Background: an optimization exercise with open tools, aiming at small area and a short achievable clock period. Do not read the settings as production practice.
Only simulation tests tie the RTL to the original design; equivalence was not proved.

## flow/design.v (module list and top-level ports; edited modules follow where they fit)
// module ComplexALU: 1561 lines
// module booth_mul: 1197 lines
module ComplexALU (
    input             clk,
    input             reset,
    input             recoverFlag_i,
    input             valid_i,
    input      [7:0]  opcode_i,
    input      [31:0] data1_i,
    input      [31:0] data2_i,
    input      [5:0]  logDest_i,
    input      [6:0]  phyDest_i,
    input      [6:0]  alID_i,
    output reg        wbValid_o,
    output     [7:0]  wbFlags_o,
    output reg [31:0] wbData_o,
    output reg [5:0]  wbLogDest_o,
    output reg [6:0]  wbPhyDest_o,
    output reg [6:0]  wbAlID_o,
    output reg        toggleFlag_o
);
  // ...
==> flow/run.sh <==
#!/bin/bash
# synth_recipe.tcl (not shown) runs the flow's synth.tcl, then flattens the netlist and writes it again
# the make line also repeats each setting of config.mk as NAME=value (left out here)
make -C /OpenROAD-flow-scripts/flow DESIGN_CONFIG=/design/flow/config.mk WORK_HOME=/design/flow/orfs CLKGATE_MAP_FILE= SYNTH_SCRIPT=/design/flow/synth_recipe.tcl finish
==> flow/config.mk <==
export PLATFORM = sky130hd
export DESIGN_NAME = ComplexALU
export DESIGN_NICKNAME = ComplexALU
export VERILOG_FILES = /design/flow/design.v
export SDC_FILE = /design/flow/constraint.sdc
export NUM_CORES = 4
export LEC_CHECK = 0
export ABC_AREA = 1
export CAP_MARGIN = 20
export CORE_MARGIN = 2
export CORE_UTILIZATION = 50
export CTS_CLUSTER_DIAMETER = 60
export CTS_CLUSTER_SIZE = 24
export PLACE_DENSITY = 0.65
export SLEW_MARGIN = 20
==> flow/constraint.sdc <==
create_clock -name core_clock -period 190.0 [get_ports {clk}]
set_input_delay 38.0000 -clock core_clock [delete_from_list [all_inputs] [get_ports {clk}]]
set_output_delay 38.0000 -clock core_clock [all_outputs]
set_load 0.01 [all_outputs]
==> metrics.md, run 1 <==
| Metric | Value |
|---|---|
| Cell Count, Final, Fillers Out | `9026` |
| Reg2reg end | `r_s2[0]` |
| Multi-In Gates | `5396` |
| Simple-gate share of the synthesized area | `0.146` |
| Synth unique cells | `69` |
| Status | `finished clean` |
| Total GRT Usage | `0.340` |
| Area contributors post-synth | `fa_1 (30%), dfxtp_1 (15%), ha_1 (9.2%)` |
| Layout sequential cell count | `477` |
| Synth top cells by count | `nand2_1 (1086), inv_1 (1072), fa_1 (948)` |
| Max stage delay on crit path | `0.55 ns` |
| Row count | `129` |
| Crit Path Max Fanout | `1` |
| Nets | `8858` |
| H-tree depth | `2` |
| Layout clock area frac | `0.0236` |
| Area occupied by multi-input gates | `47300 um2` |
| Worst Hold Margin | `0.312 ns` |
| Multi-input gate share of the layout cell area | `0.701` |
| Non-clock buffer count | `313` |
| Final ANT Viol Nets | `0` |
| Overflow after GRT | `0` |
| Pin slew with the least headroom to its limit | `1.11 ns` |
| Synthesis-stage register bit count | `477` |
| Buffering overhead | `0.0404` |
| EDFF count, synth | `0` |
| Setup ws final | `150.48 ns` |
| Placed Cells | `8944` |
| Top-count cell post-synth | `nand2_1` |
| Commonest cells after routing, fill and taps aside | `nand2_1 (1086), inv_1 (1054), fa_1 (948), xor2_1 (627), o22ai_1 (534)` |
| Vias in the first global route | `53855` |
| Met1 wire length | `78.9 mm` |
| Placed instance area | `65900 um2` |
| Register area | `9550 um2` |
| End point of the critical path | `wbLogDest_o[4]` |
| Final hold violations | `0` |
| Area Overhead vs Synth | `7.70%` |
| Vias | `52272` |
| Synth Area per Inst | `8.49 um2` |
| Max cap viols | `0` |
| Worst Hold End | `f_s3[5]` |
| Asr flop ratio synth | `0` |
==> run 2, diff against run 1 <==
--- a/flow/design.v
+++ b/flow/design.v
@@ -1694,91 +1694,111 @@
 assign c30[29] = g30[28] | (p30[28] & c30[28]);
 assign c30[30] = g30[29] | (p30[29] & c30[29]);
 assign c30[31] = bc30[8];
 wire [30:0] d30 = p30 ^ c30[30:0];
 wire nb30 = c30[31];
 wire qb30 = nb30 & (&d_s3[31:31]);
 wire [30:0] r31 = qb30 ? d30 : t30;
 wire [31:0] t31 = {r31, a_s3[0]};
+wire [31:0] p31 = t31 ^ d_s3[31:0];
+wire [31:0] g31 = t31 & d_s3[31:0];
 wire [32:0] c31;
-wire [31:0] d31;
-assign c31[0] = 1'b1;
-assign d31[0] = t31[0] ^ d_s3[0] ^ c31[0];
-assign c31[1] = (t31[0] & d_s3[0]) | (c31[0] & (t31[0] | d_s3[0]));
-assign d31[1] = t31[1] ^ d_s3[1] ^ c31[1];
-assign c31[2] = (t31[1] & d_s3[1]) | (c31[1] & (t31[1] | d_s3[1]));
-assign d31[2] = t31[2] ^ d_s3[2] ^ c31[2];
-assign c31[3] = (t31[2] & d_s3[2]) | (c31[2] & (t31[2] | d_s3[2]));
-assign d31[3] = t31[3] ^ d_s3[3] ^ c31[3];
-assign c31[4] = (t31[3] & d_s3[3]) | (c31[3] & (t31[3] | d_s3[3]));
-assign d31[4] = t31[4] ^ d_s3[4] ^ c31[4];
-assign c31[5] = (t31[4] & d_s3[4]) | (c31[4] & (t31[4] | d_s3[4]));
-assign d31[5] = t31[5] ^ d_s3[5] ^ c31[5];
-assign c31[6] = (t31[5] & d_s3[5]) | (c31[5] & (t31[5] | d_s3[5]));
-assign d31[6] = t31[6] ^ d_s3[6] ^ c31[6];
-assign c31[7] = (t31[6] & d_s3[6]) | (c31[6] & (t31[6] | d_s3[6]));
-assign d31[7] = t31[7] ^ d_s3[7] ^ c31[7];
-assign c31[8] = (t31[7] & d_s3[7]) | (c31[7] & (t31[7] | d_s3[7]));
-assign d31[8] = t31[8] ^ d_s3[8] ^ c31[8];
-assign c31[9] = (t31[8] & d_s3[8]) | (c31[8] & (t31[8] | d_s3[8]));
-assign d31[9] = t31[9] ^ d_s3[9] ^ c31[9];
-assign c31[10] = (t31[9] & d_s3[9]) | (c31[9] & (t31[9] | d_s3[9]));
-assign d31[10] = t31[10] ^ d_s3[10] ^ c31[10];
-assign c31[11] = (t31[10] & d_s3[10]) | (c31[10] & (t31[10] | d_s3[10]));
-assign d31[11] = t31[11] ^ d_s3[11] ^ c31[11];
-assign c31[12] = (t31[11] & d_s3[11]) | (c31[11] & (t31[11] | d_s3[11]));
-assign d31[12] = t31[12] ^ d_s3[12] ^ c31[12];
-assign c31[13] = (t31[12] & d_s3[12]) | (c31[12] & (t31[12] | d_s3[12]));
-assign d31[13] = t31[13] ^ d_s3[13] ^ c31[13];
-assign c31[14] = (t31[13] & d_s3[13]) | (c31[13] & (t31[13] | d_s3[13]));
-assign d31[14] = t31[14] ^ d_s3[14] ^ c31[14];
-assign c31[15] = (t31[14] & d_s3[14]) | (c31[14] & (t31[14] | d_s3[14]));
-assign d31[15] = t31[15] ^ d_s3[15] ^ c31[15];
-assign c31[16] = (t31[15] & d_s3[15]) | (c31[15] & (t31[15] | d_s3[15]));
-assign d31[16] = t31[16] ^ d_s3[16] ^ c31[16];
-assign c31[17] = (t31[16] & d_s3[16]) | (c31[16] & (t31[16] | d_s3[16]));
-assign d31[17] = t31[17] ^ d_s3[17] ^ c31[17];
-assign c31[18] = (t31[17] & d_s3[17]) | (c31[17] & (t31[17] | d_s3[17]));
-assign d31[18] = t31[18] ^ d_s3[18] ^ c31[18];
-assign c31[19] = (t31[18] & d_s3[18]) | (c31[18] & (t31[18] | d_s3[18]));
-assign d31[19] = t31[19] ^ d_s3[19] ^ c31[19];
-assign c31[20] = (t31[19] & d_s3[19]) | (c31[19] & (t31[19] | d_s3[19]));
-assign d31[20] = t31[20] ^ d_s3[20] ^ c31[20];
-assign c31[21] = (t31[20] & d_s3[20]) | (c31[20] & (t31[20] | d_s3[20]));
-assign d31[21] = t31[21] ^ d_s3[21] ^ c31[21];
-assign c31[22] = (t31[21] & d_s3[21]) | (c31[21] & (t31[21] | d_s3[21]));
-assign d31[22] = t31[22] ^ d_s3[22] ^ c31[22];
-assign c31[23] = (t31[22] & d_s3[22]) | (c31[22] & (t31[22] | d_s3[22]));
-assign d31[23] = t31[23] ^ d_s3[23] ^ c31[23];
-assign c31[24] = (t31[23] & d_s3[23]) | (c31[23] & (t31[23] | d_s3[23]));
-assign d31[24] = t31[24] ^ d_s3[24] ^ c31[24];
-assign c31[25] = (t31[24] & d_s3[24]) | (c31[24] & (t31[24] | d_s3[24]));
-assign d31[25] = t31[25] ^ d_s3[25] ^ c31[25];
-assign c31[26] = (t31[25] & d_s3[25]) | (c31[25] & (t31[25] | d_s3[25]));
-assign d31[26] = t31[26] ^ d_s3[26] ^ c31[26];
-assign c31[27] = (t31[26] & d_s3[26]) | (c31[26] & (t31[26] | d_s3[26]));
-assign d31[27] = t31[27] ^ d_s3[27] ^ c31[27];
-assign c31[28] = (t31[27] & d_s3[27]) | (c31[27] & (t31[27] | d_s3[27]));
-assign d31[28] = t31[28] ^ d_s3[28] ^ c31[28];
-assign c31[29] = (t31[28] & d_s3[28]) | (c31[28] & (t31[28] | d_s3[28]));
-assign d31[29] = t31[29] ^ d_s3[29] ^ c31[29];
-assign c31[30] = (t31[29] & d_s3[29]) | (c31[29] & (t31[29] | d_s3[29]));
-assign d31[30] = t31[30] ^ d_s3[30] ^ c31[30];
-assign c31[31] = (t31[30] & d_s3[30]) | (c31[30] & (t31[30] | d_s3[30]));
-assign d31[31] = t31[31] ^ d_s3[31] ^ c31[31];
-assign c31[32] = (t31[31] & d_s3[31]) | (c31[31] & (t31[31] | d_s3[31]));
+wire [8:0] bc31;
+assign bc31[0] = 1'b1;
+wire gg31_0_0 = g31[0];
+wire gg31_0_1 = g31[1] | (p31[1] & gg31_0_0);
+wire gg31_0_2 = g31[2] | (p31[2] & gg31_0_1);
+wire gg31_0_3 = g31[3] | (p31[3] & gg31_0_2);
+assign bc31[1] = gg31_0_3 | ((&p31[3:0]) & bc31[0]);
+assign c31[0] = bc31[0];
+assign c31[1] = g31[0] | (p31[0] & c31[0]);
+assign c31[2] = g31[1] | (p31[1] & c31[1]);
+assign c31[3] = g31[2] | (p31[2] & c31[2]);
+wire gg31_1_4 = g31[4];
+wire gg31_1_5 = g31[5] | (p31[5] & gg31_1_4);
+wire gg31_1_6 = g31[6] | (p31[6] & gg31_1_5);
+wire gg31_1_7 = g31[7] | (p31[7] & gg31_1_6);
+assign bc31[2] = gg31_1_7 | ((&p31[7:4]) & bc31[1]);
+assign c31[4] = bc31[1];
+assign c31[5] = g31[4] | (p31[4] & c31[4]);
+assign c31[6] = g31[5] | (p31[5] & c31[5]);
+assign c31[7] = g31[6] | (p31[6] & c31[6]);
+wire gg31_2_8 = g31[8];
+wire gg31_2_9 = g31[9] | (p31[9] & gg31_2_8);
+wire gg31_2_10 = g31[10] | (p31[10] & gg31_2_9);
+wire gg31_2_11 = g31[11] | (p31[11] & gg31_2_10);
+assign bc31[3] = gg31_2_11 | ((&p31[11:8]) & bc31[2]);
+assign c31[8] = bc31[2];
+assign c31[9] = g31[8] | (p31[8] & c31[8]);
+assign c31[10] = g31[9] | (p31[9] & c31[9]);
+assign c31[11] = g31[10] | (p31[10] & c31[10]);
+wire gg31_3_12 = g31[12];
+wire gg31_3_13 = g31[13] | (p31[13] & gg31_3_12);
+wire gg31_3_14 = g31[14] | (p31[14] & gg31_3_13);
+wire gg31_3_15 = g31[15] | (p31[15] & gg31_3_14);
+assign bc31[4] = gg31_3_15 | ((&p31[15:12]) & bc31[3]);
+assign c31[12] = bc31[3];
+assign c31[13] = g31[12] | (p31[12] & c31[12]);
+assign c31[14] = g31[13] | (p31[13] & c31[13]);
+assign c31[15] = g31[14] | (p31[14] & c31[14]);
+wire gg31_4_16 = g31[16];
+wire gg31_4_17 = g31[17] | (p31[17] & gg31_4_16);
+wire gg31_4_18 = g31[18] | (p31[18] & gg31_4_17);
+wire gg31_4_19 = g31[19] | (p31[19] & gg31_4_18);
+assign bc31[5] = gg31_4_19 | ((&p31[19:16]) & bc31[4]);
+assign c31[16] = bc31[4];
+assign c31[17] = g31[16] | (p31[16] & c31[16]);
+assign c31[18] = g31[17] | (p31[17] & c31[17]);
+assign c31[19] = g31[18] | (p31[18] & c31[18]);
+wire gg31_5_20 = g31[20];
+wire gg31_5_21 = g31[21] | (p31[21] & gg31_5_20);
+wire gg31_5_22 = g31[22] | (p31[22] & gg31_5_21);
+wire gg31_5_23 = g31[23] | (p31[23] & gg31_5_22);
+assign bc31[6] = gg31_5_23 | ((&p31[23:20]) & bc31[5]);
+assign c31[20] = bc31[5];
+assign c31[21] = g31[20] | (p31[20] & c31[20]);
+assign c31[22] = g31[21] | (p31[21] & c31[21]);
+assign c31[23] = g31[22] | (p31[22] & c31[22]);
+wire gg31_6_24 = g31[24];
+wire gg31_6_25 = g31[25] | (p31[25] & gg31_6_24);
+wire gg31_6_26 = g31[26] | (p31[26] & gg31_6_25);
+wire gg31_6_27 = g31[27] | (p31[27] & gg31_6_26);
+assign bc31[7] = gg31_6_27 | ((&p31[27:24]) & bc31[6]);
+assign c31[24] = bc31[6];
+assign c31[25] = g31[24] | (p31[24] & c31[24]);
+assign c31[26] = g31[25] | (p31[25] & c31[25]);
+assign c31[27] = g31[26] | (p31[26] & c31[26]);
+wire gg31_7_28 = g31[28];
+wire gg31_7_29 = g31[29] | (p31[29] & gg31_7_28);
+wire gg31_7_30 = g31[30] | (p31[30] & gg31_7_29);
+wire gg31_7_31 = g31[31] | (p31[31] & gg31_7_30);
+assign bc31[8] = gg31_7_31 | ((&p31[31:28]) & bc31[7]);
+assign c31[28] = bc31[7];
+assign c31[29] = g31[28] | (p31[28] & c31[28]);
+assign c31[30] = g31[29] | (p31[29] & c31[29]);
+assign c31[31] = g31[30] | (p31[30] & c31[30]);
+assign c31[32] = bc31[8];
+wire [31:0] d31 = p31 ^ c31[31:0];
 wire nb31 = c31[32];
 wire qb31 = nb31;
 wire [31:0] r32 = qb31 ? d31 : t31;
 wire [31:0] qn4 = {q_s3, qb25, qb26, qb27, qb28, qb29, qb30, qb31};
 wire [31:0] qmag = qn4;
 wire [31:0] rmag = r32;
 wire [31:0] dres = c_s3[2] ? rmag : qmag;
-wire [31:0] dout = c_s3[1] ? (~dres + 32'd1) : dres;
+wire [31:0] dx = dres ^ {32{c_s3[1]}};
+wire [32:0] nc;
+wire [31:0] dout;
+assign nc[0] = c_s3[1];
+genvar gn;
+generate for (gn = 0; gn < 32; gn = gn + 1) begin : negc
+    assign dout[gn]   = dx[gn] ^ nc[gn];
+    assign nc[gn + 1] = dx[gn] & nc[gn];
+end endgenerate
 reg [2:0] rec_cnt;    
 always @(posedge clk) begin
     if (reset)
         rec_cnt <= 3'd0;
     else if (recoverFlag_i)
         rec_cnt <= 3'd6;
     else if (rec_cnt != 3'd0)
         rec_cnt <= rec_cnt - 3'd1;
==> flow/config.mk (replaced) <==
export PLATFORM = sky130hd
export DESIGN_NAME = ComplexALU
export DESIGN_NICKNAME = ComplexALU
export VERILOG_FILES = /design/flow/design.v
export SDC_FILE = /design/flow/constraint.sdc
export NUM_CORES = 4
export LEC_CHECK = 0
export ABC_AREA = 1
export CAP_MARGIN = 20
export CORE_MARGIN = 2
export CORE_UTILIZATION = 50
export PLACE_DENSITY = 0.65
export SLEW_MARGIN = 20
==> run 2 against run 1 <==
Still clean. Clock-buffer cell count is 12 higher. First-iteration DRC count down 2.4%. Maximum frequency about the same. Highest routed layer unchanged.
==> metrics.md, run 2 <==
| Metric | Value |
|---|---|
| Status | `finished clean (unchanged)` |
| Critical-path top delay cell | `clkdlybuf4s50_1 (unchanged)` |
| Fmax | `25.3 MHz (about the same)` |
| Clock Latency Late Sink | `0.70 ns (was 0.66 ns)` |
| Commonest non-fill, non-tap cell in the layout | `nand2_1 (unchanged)` |
| Synth top cells by count | `nand2_1 (1307), inv_1 (943), fa_1 (942) (was nand2_1 (1086), inv_1 (1072), fa_1 (948))` |
| Commonest cells after routing, fill and taps aside | `nand2_1 (1307), fa_1 (942), inv_1 (932), xor2_1 (627), o22ai_1 (534) (was nand2_1 (1086), inv_1 (1054), fa_1 (948), xor2_1 (627), o22ai_1 (534))` |
| Die width | `359 um (was 358 um)` |
| Post-CTS Resized | `0 (unchanged)` |
| Largest net degree at the start of global routing | `56 (was 59)` |
| Worst hold path class | `reg2reg (unchanged)` |
| Synth Area per Inst | `8.48 um2 (was 8.49 um2)` |
| Final ANT Viol Nets | `0 (unchanged)` |
| Yosys warning count | `1 (unchanged)` |
| Area leader, netlist | `fa_1 (unchanged)` |
| Max clock buf depth | `3 (unchanged)` |
| Vias | `53870 (was 52272)` |
| Placer Congestion | `1.06 (was 1.05)` |
| Max cap viols | `0 (unchanged)` |
| Final hold violations | `0 (unchanged)` |
| Die Y | `359 um (was 358 um)` |
| Max stage delay on crit path | `0.54 ns (was 0.55 ns)` |
| CP required | `152.00 ns (about the same)` |
| Vias in the first global route | `54639 (was 53855)` |
| Final max-slew violation count | `0 (unchanged)` |
| Crit Path Max Fanout | `1 (unchanged)` |
| Clk sinks | `477 (unchanged)` |
| Syn Inst Count | `7446 (was 7377)` |
| Wire length per cell | `24.9 um (was 23.8 um)` |
| Nets | `8996 (was 8858)` |
| Total CTS buffers | `51 (was 42)` |
| H-tree depth | `2 (unchanged)` |
| PortBufs | `149 (unchanged)` |
| RSZ-0062 raised after global routing | `false (unchanged)` |
| Total GRT Usage | `0.353 (was 0.340)` |
| Top delay family on crit path | `buffers and inverters (unchanged)` |
| Asr flop ratio synth | `0 (unchanged)` |
| CP Class | `reg2out (unchanged)` |
| Setup TNS | `0 ns (unchanged)` |
| Critical path cell sequence | `clkdlybuf4s50_1 (unchanged)` |
| Setup repair bufs after CTS | `0 (unchanged)` |
| Synthesis-stage register bit count | `477 (unchanged)` |
| First-pass DRT Iterations | `6 (unchanged)` |
| Register area share after synthesis | `0.151 (was 0.152)` |
| Starting DRT DRC Count | `5155 (was 5281)` |
| Ratio of cells with drive above 1 in the final layout | `0.0611 (was 0.0604)` |
| Hold buffers post-CTS | `0 (unchanged)` |
| Via-per-instance ratio | `5.90 (was 5.79)` |
| Buf/Inv on CP | `1 (unchanged)` |
| # DRC | `0 (unchanged)` |
| Dominant synthesized flop cell | `dfxtp_1 (unchanged)` |
| CP Capture Type | `primary output (unchanged)` |
| Die area | `129000 um2 (was 128000 um2)` |
| CP Launch Type | `flip-flop (unchanged)` |
| Initial antenna violation count | `11 (was 16)` |
| DP HPWL | `170 mm (was 162 mm)` |
| Final period util | `0.208 (about the same)` |
| Clock transition at path regs | `0.06 ns (was 0.08 ns)` |
| Tmin final | `39.53 ns (was 39.52 ns)` |
| Skew final | `0.0787 ns (was 0.0537 ns)` |
| Share of the synthesized area in the top cell type | `0.299 (was 0.303)` |
| Top-count cell post-synth | `nand2_1 (unchanged)` |
| Starting Density | `0.504 (was 0.505)` |
| CTS tree | `built (unchanged)` |
| Finish-stage setup viols | `0 (unchanged)` |
| Slew Limit Headroom | `0.221 (was 0.255)` |
| Synth unique cells | `68 (was 69)` |
| CP arrival | `1.53 ns (was 1.52 ns)` |
| Overflow after GRT | `0 (unchanged)` |
| DRT Wirelength | `227 mm (was 215 mm)` |
| Row count | `130 (was 129)` |
| Area Overhead vs Synth | `8.20% (was 7.70%)` |
| Cell Area, Synth | `63200 um2 (was 62600 um2)` |
| Ports | `158 (unchanged)` |
| Core area | `125000 um2 (was 124000 um2)` |
| First-pass GRT wire length | `342 mm (was 327 mm)` |
| Area contributors post-synth | `fa_1 (30%), dfxtp_1 (15%), ha_1 (10%) (was fa_1 (30%), dfxtp_1 (15%), ha_1 (9.2%))` |
| Root Buffer | `clkbuf_16 (unchanged)` |
| Pin slew with the least headroom to its limit | `1.16 ns (was 1.11 ns)` |
| EDFF count, synth | `0 (unchanged)` |
==> run 2: cell count changes in the layout (fill, tap and decap cells not counted), sizes merged, moves of 24 or more <==
cell / before / now
and2: 24 / 66
mux2i: 30 / 6
or2: 63 / 121
inv: 1108 / 965
nand2: 1123 / 1316
nor2: 451 / 314
o21ai: 273 / 222
ha: 463 / 523
nand3: 317 / 397
==> run 2: kinds of logic after synthesis <==
logic type | after synthesis | share of synthesized area
mux | 11 | 0.00184
flops | 477 | 0.151
buf+inv | 1376 | 0.0834
other cells | 2 | 0.000119
simple gates | 2316 | 0.160
compound gates | 1101 | 0.105
fa+ha+maj | 1465 | 0.402
xor+xnor | 698 | 0.0970
==> run 2: per-layer routing <==
layer  global-route usage  routed length, um  up-vias
met5                    0                 72        -
met4                0.226              18400       12
met3               0.0949              24100      882
met2                0.556             101000     3041
met1                0.427              83900    26001
li1                     -                  -    23934
==> run 2: path summary, 6_finish.rpt <==
| check | from | to | slack (ns) | depth (start not counted) |
|---|---|---|---|---|
| min reg2reg | c_s1[2] | c_s2[2] | 0.28 | 0 |
| max | wbData_o[31] | wbData_o[31] | 150.47 | 1 |
| max reg2reg | d_s1[0] | r_s2[15] | 157.07 | 128 |
| min | c_s1[2] | c_s2[2] | 0.28 | 0 |
==> run 2: area by class of cell <==
| class | instances | area, um2 |
|---|---|---|
| Tap cell | 1650 | 2060 |
| Clock inverter | 36 | 480 |
| Multi-Input combinational cell | 5596 | 48400 |
| Sequential cell | 477 | 9550 |
| Clock buffer | 57 | 1330 |
| Timing Repair Buffer | 324 | 2810 |
| Antenna cell | 13 | 32.5 |
| Inverter | 985 | 3710 |
| Fill cell | 11526 | 57100 |
==> run 2: worst register-to-register path, delay by kind of cell (launching register included) <==
kind                       cells  cell delay, ns
adders and majority gates     57           20.78
buffers and inverters         22            3.89
and+or+nand+nor               24            3.83
AOI/OAI and AO/OA             24            3.58
DFF                            1            0.47
xor gates and xnor gates       1            0.17
==> run 2: stage by stage <==
stage	instances	hold WS (ns)	area [um2]	utilization	setup WS (ns)
6_report	9138	0.283	68300	0.545	150.47
5_1_grt	9125	0.311	68300	0.545	150.44
4_1_cts	9125	0.276	68300	0.545	150.43
3_5_place_dp	9032	0.312	66500	0.530	151.08
3_3_place_gp	9032	0.310	66500	0.530	151.09
2_1_floorplan	7449	0.310	63200	-	151.66

re-timing with driven ports:
No port has a modelled driver above. Below, the same layouts with a new extraction and two added sets of constraints.
Step 1 (the two cells are an assumption about what drives the block):
set clk [get_ports {clk}]
set_driving_cell -lib_cell sky130_fd_sc_hd__clkbuf_16 $clk
set_driving_cell -lib_cell sky130_fd_sc_hd__buf_2 [delete_from_list [all_inputs] $clk]
Step 2 also shifts input and output timing later by t, the mid clock arrival at the registers, as if the neighbouring blocks saw the same clock.
Slacks: no drivers / after step 1 / after step 2; pairs: no drivers / after step 1.
| run | t (ns) | slack for setup (ns) | worst setup path after step 2 | worst slew at a driven data input, ns |
|---|---|---|---|---|
| run 1 | 0.711 | 150.476 / 150.397 / 151.042 | input to register | 0.09 |
| run 2 | 0.733 | 150.473 / 150.400 / 151.021 | input to register | 0.06 |
After both steps setup and hold are still met in every run listed.
